What follows belongs to an exercise in optimizing a design on an open flow for a short achievable clock period and few clock cycles; a production flow would make more cautious choices. RTL that was checked went through simulation tests only; none was proved equivalent to the original. The clock port is modelled as an ideal driver; clocking choices that lean on that would not hold on a real chip. Power is estimated from default activity; no workload was simulated.

Design ARMLEG, start of the top module:
module ARMLEG (
	input CLOCK,
	input RESET,
	output [63:0] imem_addr,
	input [31:0] imem_data,
	output [63:0] dmem_addr,
	output [63:0] dmem_wdata,
	output dmem_we,
	output dmem_re,
	input [63:0] dmem_rdata
);
clock: 8.0 ns
lec_check: 0
cap_margin: 20
core_margin: 2
core_utilization: 30
gpl_timing_driven: 1
setup_slack_margin: 5
slew_margin: 20
synth_hierarchical: 1
standard.sh (not shown) runs the stock make flow with config.mk's settings and CLKGATE_MAP_FILE= SYNTH_SCRIPT=/design/flow/synth_recipe.tcl, a recipe that flattens the netlist after the stock synthesis.
==> flow/flow/run.sh <==
#!/bin/bash
# Layout flow: the standard synthesis, unchanged, then the standard ORFS
# steps with two settings changed:
#  - ports are buffered with a plain buffer (by default the port buffering
#    picks a delay cell, which the footprint-bound sizing then mostly keeps);
#  - the resizer may swap a cell for one of the same function with another
#    footprint.
# Each step's output is kept in a log of its own here.
set -euo pipefail
bash standard.sh synth > synth.log 2>&1
bash standard.sh "BUFFER_PORTS_ARGS=-buffer_cell sky130_fd_sc_hd__buf_6" MATCH_CELL_FOOTPRINT=0 finish > layout.log 2>&1
==> next run, changes <==
==> flow/flow/run.sh (replaced) <==
#!/bin/bash
# Layout flow: the standard synthesis, unchanged, then the standard ORFS
# steps with these settings changed:
#  - ports are buffered with a plain buffer (by default the port buffering
#    picks a delay cell, which the footprint-bound sizing then mostly keeps);
#  - the resizer may swap a cell for one of the same function with another
#    footprint;
set -euo pipefail
bash standard.sh synth > synth.log 2>&1
bash standard.sh "BUFFER_PORTS_ARGS=-buffer_cell sky130_fd_sc_hd__buf_6" MATCH_CELL_FOOTPRINT=0 SETUP_SLACK_MARGIN=5.3 finish > layout.log 2>&1
Result: Cell area grows by 7.9%. Synthesized area is unchanged. Register-to-register slack hardly moves. Power grows by 5.8%.
No functional check of the RTL was part of any run of this note.

========
Another version of the RTL of ARMLEG (not shown whole).
Size: roughly 160,000 um^2 of cells after synthesis.
Design ARMLEG, start of the top module:
module ARMLEG (
	input CLOCK,
	input RESET,
	output [63:0] imem_addr,
	input [31:0] imem_data,
	output [63:0] dmem_addr,
	output [63:0] dmem_wdata,
	output dmem_we,
	output dmem_re,
	input [63:0] dmem_rdata
);
	integer i;
	reg [9:0] pc;
	reg d_valid;
	reg d_isLD, d_isST, d_add, d_sub, d_and, d_orr, d_cbz, d_wr;
	reg d_cbzW, d_cbzL;             
	reg [4:0] d_rd;
	reg [63:0] d_vn, d_vb;          
	reg d_xa, d_wa, d_w2a, d_ra;    
	reg d_xb, d_wb, d_w2b, d_rb;    
	reg d_xa_add, d_xa_and, d_xa_orr, d_xa_ld;    
	reg d_xb_and, d_xb_orr, d_xb_ld, d_xb_addp, d_xb_addn;
	reg [8:0] d_imm;
	reg [9:0] d_tgt;
	reg d_zok;
	reg x_isLD, x_isST, x_add, x_and, x_orr, x_sub, x_wr;
	reg x_cbzL;
	reg [9:0] x_tgt;
	reg [4:0] x_rd;
	reg [63:0] x_a, x_bi, x_addr;     
	wire [63:0] x_wd;                 
	wire x_we, x_re;                  
	wire [9:0] pc_out;                
	reg w_wr, w2_wr;
	reg [4:0] w_rd, w2_rd;
	reg [63:0] w_res, w2_res;
	reg w_z;
	wire [63:0] w_data;    
	reg [30:0] w_we;       
	reg [63:0] rf [0:30];
	reg [30:0] zf;
	wire [63:0] x_sum, x_sumn;
	Adder alu_add (.a(x_a), .b(x_bi), .cin(x_sub), .sum(x_sum), .sumn(x_sumn));
	wire [63:0] x_andv = x_a & x_bi;
	wire [63:0] x_orv = x_a | x_bi;
	wire [63:0] x_out, x_out2;
	ForwardingUnitALUMuxB mux_x (.e0s(x_isLD), .e0(dmem_rdata), .e1s(x_and), .e1(x_andv), .e2s(x_orr), .e2(x_orv),
  ...
export LEC_CHECK = 0
export CAP_MARGIN = 20
export CORE_MARGIN = 2
export CORE_UTILIZATION = 35
export GPL_TIMING_DRIVEN = 1
export SETUP_SLACK_MARGIN = 5
export SLEW_MARGIN = 20
export SYNTH_HIERARCHICAL = 1
create_clock -name core_clock -period 8.0 [get_ports {CLOCK}]
==> flow/flow/run.sh <==
#!/bin/bash
# Layout flow: the standard synthesis, unchanged, then the standard ORFS
# steps with these settings changed:
#  - ports are buffered with a plain buffer (by default the port buffering
#    picks a delay cell, which the footprint-bound sizing then mostly keeps);
#  - the resizer may swap a cell for one of the same function with another
#    footprint;
#  - CTS ends with a second timing repair pass (flow/extra_repair.tcl).
# Each step's output is kept in a log of its own here.
set -euo pipefail
bash standard.sh synth > synth.log 2>&1
bash standard.sh "BUFFER_PORTS_ARGS=-buffer_cell sky130_fd_sc_hd__buf_6" MATCH_CELL_FOOTPRINT=0 \
	"POST_CTS_TCL=$PWD/flow/extra_repair.tcl" finish > layout.log 2>&1
==> flow/flow/extra_repair.tcl <==
# A second timing repair pass at the end of CTS (the first one, ORFS's own,
# often stops with paths it could still improve), then legalize again.
estimate_parasitics -placement
repair_timing_helper
set result [catch { detailed_placement } msg]
if { $result != 0 } {
  error "Detailed placement failed after the extra repair: $msg"
}
check_placement -verbose
estimate_parasitics -placement
report_worst_slack -max
The baseline went through all stages and came out clean.
Testbench counts at the start, summed over its fixed seeds: cycles 115,668.
Then changed:
CORE_UTILIZATION = 30   (was 35)
Setup slack is worse by 0.016 ns.
Cell area increases by 1.6%.
Clock-buffer cell count fell by 12.
Via count goes up by 1.1%.
Final cell count grows by 5.0%.
Routed wire length came out higher by 6.3%.

========
Setup of P:
Another version of the RTL of ARMLEG (not shown whole).
Size: ~12000 cells after synthesis, ~290 I/O pins, roughly 0.14 mm^2 of cells after synthesis.
==> flow/config.mk <==
export PLATFORM = sky130hd
export DESIGN_NAME = ARMLEG
export DESIGN_NICKNAME = ARMLEG
export VERILOG_FILES = /design/flow/design.v
export SDC_FILE = /design/flow/constraint.sdc
export NUM_CORES = 8
export LEC_CHECK = 0
export CAP_MARGIN = 20
export CORE_MARGIN = 2
export CORE_UTILIZATION = 30
export GPL_TIMING_DRIVEN = 1
export SETUP_SLACK_MARGIN = 5
export SLEW_MARGIN = 20
export SYNTH_HIERARCHICAL = 1
==> flow/constraint.sdc <==
create_clock -name core_clock -period 8.0 [get_ports {CLOCK}]
set_input_delay 1.6000 -clock core_clock [delete_from_list [all_inputs] [get_ports {CLOCK}]]
set_output_delay 1.6000 -clock core_clock [all_outputs]
set_load 0.01 [all_outputs]
run.sh (not shown) runs the stock make flow with config.mk's settings and CLKGATE_MAP_FILE= SYNTH_SCRIPT=/design/flow/synth_recipe.tcl, a recipe that flattens the netlist after the stock synthesis.
Stock flow here: none of the scripts above is used.
## Diff of input files: Q against P
==> flow/flow/run.sh (new file) <==
#!/bin/bash
# Layout flow: the standard synthesis, unchanged, then the standard ORFS
# steps with two settings changed:
#  - ports are buffered with a plain buffer (by default the port buffering
#    picks a delay cell, which the footprint-bound sizing then mostly keeps);
#  - the resizer may swap a cell for one of the same function with another
#    footprint.
# Each step's output is kept in a log of its own here.
set -euo pipefail
bash standard.sh synth > synth.log 2>&1
bash standard.sh "BUFFER_PORTS_ARGS=-buffer_cell sky130_fd_sc_hd__buf_6" MATCH_CELL_FOOTPRINT=0 finish > layout.log 2>&1
==> flow/standard.sh (new file) <==
#!/bin/bash
# synth_recipe.tcl (not shown) runs the flow's synth.tcl, then flattens the netlist and writes it again
# the make line also repeats each setting of config.mk as NAME=value (left out here)
make -C /OpenROAD-flow-scripts/flow DESIGN_CONFIG=/design/flow/config.mk WORK_HOME=/design/flow/orfs CLKGATE_MAP_FILE= SYNTH_SCRIPT=/design/flow/synth_recipe.tcl "${@:-finish}"
removed: flow/run.sh
### Flow results
Delta(highest attainable clock frequency, Q - P) > 0. Post-layout minimum cycle time ended up 0.022 ns lower on Q than on P. STATUS global-route wire length before repair: Q wins against P. Area of all sequential standard cells: P vs Q — no meaningful difference. | worst hold slack | Q vs P | ≈ equal |. Data arrival time of the critical path was higher in the run labelled P. Looking at detailed-route vias per instance across Q and P, the one that comes out lower is Q. Sequential fraction of total cell area (higher): Q. P -> Q: synthesized area delta 0, exact match.
Function was not checked in any run of this note: the RTL went through the layout flow alone.

========
run A:
Another version of the RTL of ARMLEG (not shown whole).
Size in the first run: roughly 14000 cells after synthesis, roughly 290 I/O pins, about 150000 um^2 of cells after synthesis.
==> flow/config.mk <==
export PLATFORM = sky130hd
export DESIGN_NAME = ARMLEG
export DESIGN_NICKNAME = ARMLEG
export VERILOG_FILES = /design/flow/design.v
export SDC_FILE = /design/flow/constraint.sdc
export NUM_CORES = 8
export LEC_CHECK = 0
export CAP_MARGIN = 50
export CORE_MARGIN = 2
export CORE_UTILIZATION = 30
export GPL_TIMING_DRIVEN = 1
export SETUP_SLACK_MARGIN = 5
export SLEW_MARGIN = 85
export SYNTH_HIERARCHICAL = 1
==> flow/constraint.sdc <==
create_clock -name core_clock -period 8.0 [get_ports {CLOCK}]
set_input_delay 1.6000 -clock core_clock [delete_from_list [all_inputs] [get_ports {CLOCK}]]
set_output_delay 1.6000 -clock core_clock [all_outputs]
set_load 0.01 [all_outputs]
standard.sh (not shown) runs the stock make flow with config.mk's settings and CLKGATE_MAP_FILE= SYNTH_SCRIPT=/design/flow/synth_recipe.tcl, a recipe that flattens the netlist after the stock synthesis.
==> flow/flow/run.sh <==
#!/bin/bash
# Layout flow: the standard synthesis, unchanged, then the standard ORFS
# steps with these settings changed:
#  - ports are buffered with a plain buffer (by default the port buffering
#    picks a delay cell, which the footprint-bound sizing then mostly keeps);
#  - the resizer may swap a cell for one of the same function with another
#    footprint;
#  - CTS ends with a second timing repair pass (flow/extra_repair.tcl).
# Each step's output is kept in a log of its own here.
set -euo pipefail
bash standard.sh synth > synth.log 2>&1
bash standard.sh "BUFFER_PORTS_ARGS=-buffer_cell sky130_fd_sc_hd__buf_6" MATCH_CELL_FOOTPRINT=0 \
	"POST_CTS_TCL=$PWD/flow/extra_repair.tcl" finish > layout.log 2>&1
Scripts as last shown in full above: flow/flow/extra_repair.tcl
Testbench counts of run A, summed over its fixed seeds: cycles 121,605.
The following lists how run B was set up differently from run A:
Settings: SLEW_MARGIN now 70, was 85.
--- outcome ---
Diff run A -> run B | maximum frequency from static timing analysis | increase of 0.061 GHz. Compared with run A, in run B post-placement setup slack moved up, wire length of the first global-routing pass moved down. Run B — via count about 13% lower, run A as reference. Going from run A to run B, total met2 wirelength after detailed routing now smaller; relative contribution of combinational cells to total power now smaller.
## Diff of input files: run C against run B
Settings: a change of SLEW_MARGIN from 70 to 20; a change of CAP_MARGIN from 50 to 20.
==> flow/flow/run.sh <==
#!/bin/bash
# Layout flow: the standard synthesis, unchanged, then the standard ORFS
# steps with two settings changed:
#  - ports are buffered with a plain buffer (by default the port buffering
#    picks a delay cell, which the footprint-bound sizing then mostly keeps);
#  - the resizer may swap a cell for one of the same function with another
#    footprint.
# Each step's output is kept in a log of its own here.
set -euo pipefail
bash standard.sh synth > synth.log 2>&1
bash standard.sh "BUFFER_PORTS_ARGS=-buffer_cell sky130_fd_sc_hd__buf_6" MATCH_CELL_FOOTPRINT=0 finish > layout.log 2>&1
removed: flow/flow/extra_repair.tcl
Results
- Die area: run B vs run C identical
- Looking only at total power, and setting everything else aside, the lower value of run C and run B goes to run C.
- Compare run C and run B | signal arrival time at the worst endpoint lower: run C
- Sequential group share of total power in run C is 0.8 points higher than in run B
- Run C finished end to end and its layout was clean on timing, DRC and antenna.
- Run B reports its critical path's slowest cell as sky130_fd_sc_hd__mux2i_4 while run C reports sky130_fd_sc_hd__dfxtp_4.
- Diff run C and run B: part of the cycle the worst path needs lower in run C
- Number of sequential storage elements: run B vs run C identical
[inputs] run D vs run C
Settings: changing GPL_TIMING_DRIVEN from 1 to 0.
==> flow/flow/run.sh <==
#!/bin/bash
# Layout flow: the standard synthesis, unchanged, then the standard ORFS
# steps with these settings changed:
#  - ports are buffered with a plain buffer (by default the port buffering
#    picks a delay cell, which the footprint-bound sizing then mostly keeps);
#  - the resizer may swap a cell for one of the same function with another
#    footprint;
#  - CTS ends with a second timing repair pass (flow/extra_repair.tcl).
# Each step's output is kept in a log of its own here.
set -euo pipefail
bash standard.sh synth > synth.log 2>&1
bash standard.sh "BUFFER_PORTS_ARGS=-buffer_cell sky130_fd_sc_hd__buf_6" MATCH_CELL_FOOTPRINT=0 \
	"POST_CTS_TCL=$PWD/flow/extra_repair.tcl" finish > layout.log 2>&1
==> flow/flow/extra_repair.tcl (new file) <==
# A second timing repair pass at the end of CTS (the first one, ORFS's own,
# often stops with paths it could still improve), then legalize again.
estimate_parasitics -placement
repair_timing_helper
set result [catch { detailed_placement } msg]
if { $result != 0 } {
  error "Detailed placement failed after the extra repair: $msg"
}
check_placement -verbose
estimate_parasitics -placement
report_worst_slack -max
Wire length per cell sits lower in run D than in run C. Run C vs run D, cell kind with the greatest summed area: registers vs multi-input combinational cells. When run D is measured against run C, its worst stage delay on the critical path turns out 0.05 ns higher. Changes observed in run D relative to run C: met3 layer wire length in the routed design -about 10%, fmax -0.016 GHz. Compared to run C, the router laid down less metal wire for run D.

## afterwards: timing with drivers on the ports
How much do the figures lean on ideal ports? The routed layouts below were timed once more, with nothing changed but the port constraints. Step 1 assumes that a clkbuf_16 drives the clock port and a buf_2 every other input. Step 2 adds t to the input delays and takes it off the output delays; t is the mean of the earliest and latest rising clock arrival at the registers after step 1. Input paths then give back, and output paths get back, about the clock's delay inside the block. a / b / c = no drivers / after step 1 / after step 2; a / b = the first two.
run | t, ns | setup slack, ns | worst setup path after step 2 | worst slew at a driven data input, ns | pins driven straight from the clock port
the first run of note 1 | 1.088 | 4.835 / 4.701 / 3.844 | input to register | 0.21 | 1
the second run of note 1 | 1.087 | 4.806 / 4.676 / 3.861 | input to register | 0.44 | 1
the first run of note 2 | 1.057 | 4.776 / 4.776 / 3.927 | input to register | 0.30 | 1
the second run of note 2 | 1.091 | 4.760 / 4.635 / 3.856 | input to register | 0.29 | 1
P | 1.008 | 4.771 / 4.729 / 3.812 | input to register | 0.34 | 1
Q | 1.002 | 4.793 / 4.680 / 3.755 | input to register | 0.39 | 1
run A | 1.102 | 3.940 / 4.005 / 2.903 | input to register | 0.17 | 1
run B | 1.065 | 4.743 / 4.726 / 3.733 | input to register | 0.18 | 1
run C | 1.056 | 4.876 / 4.674 / 3.618 | input to register | 0.43 | 1
run D | 1.071 | 4.716 / 4.784 / 3.714 | input to register | 0.18 | 1
After both steps setup and hold are still met in every run listed. The setup slack of run C, which loses most, moves by -0.202 ns with the drivers and by -1.258 ns with both steps.
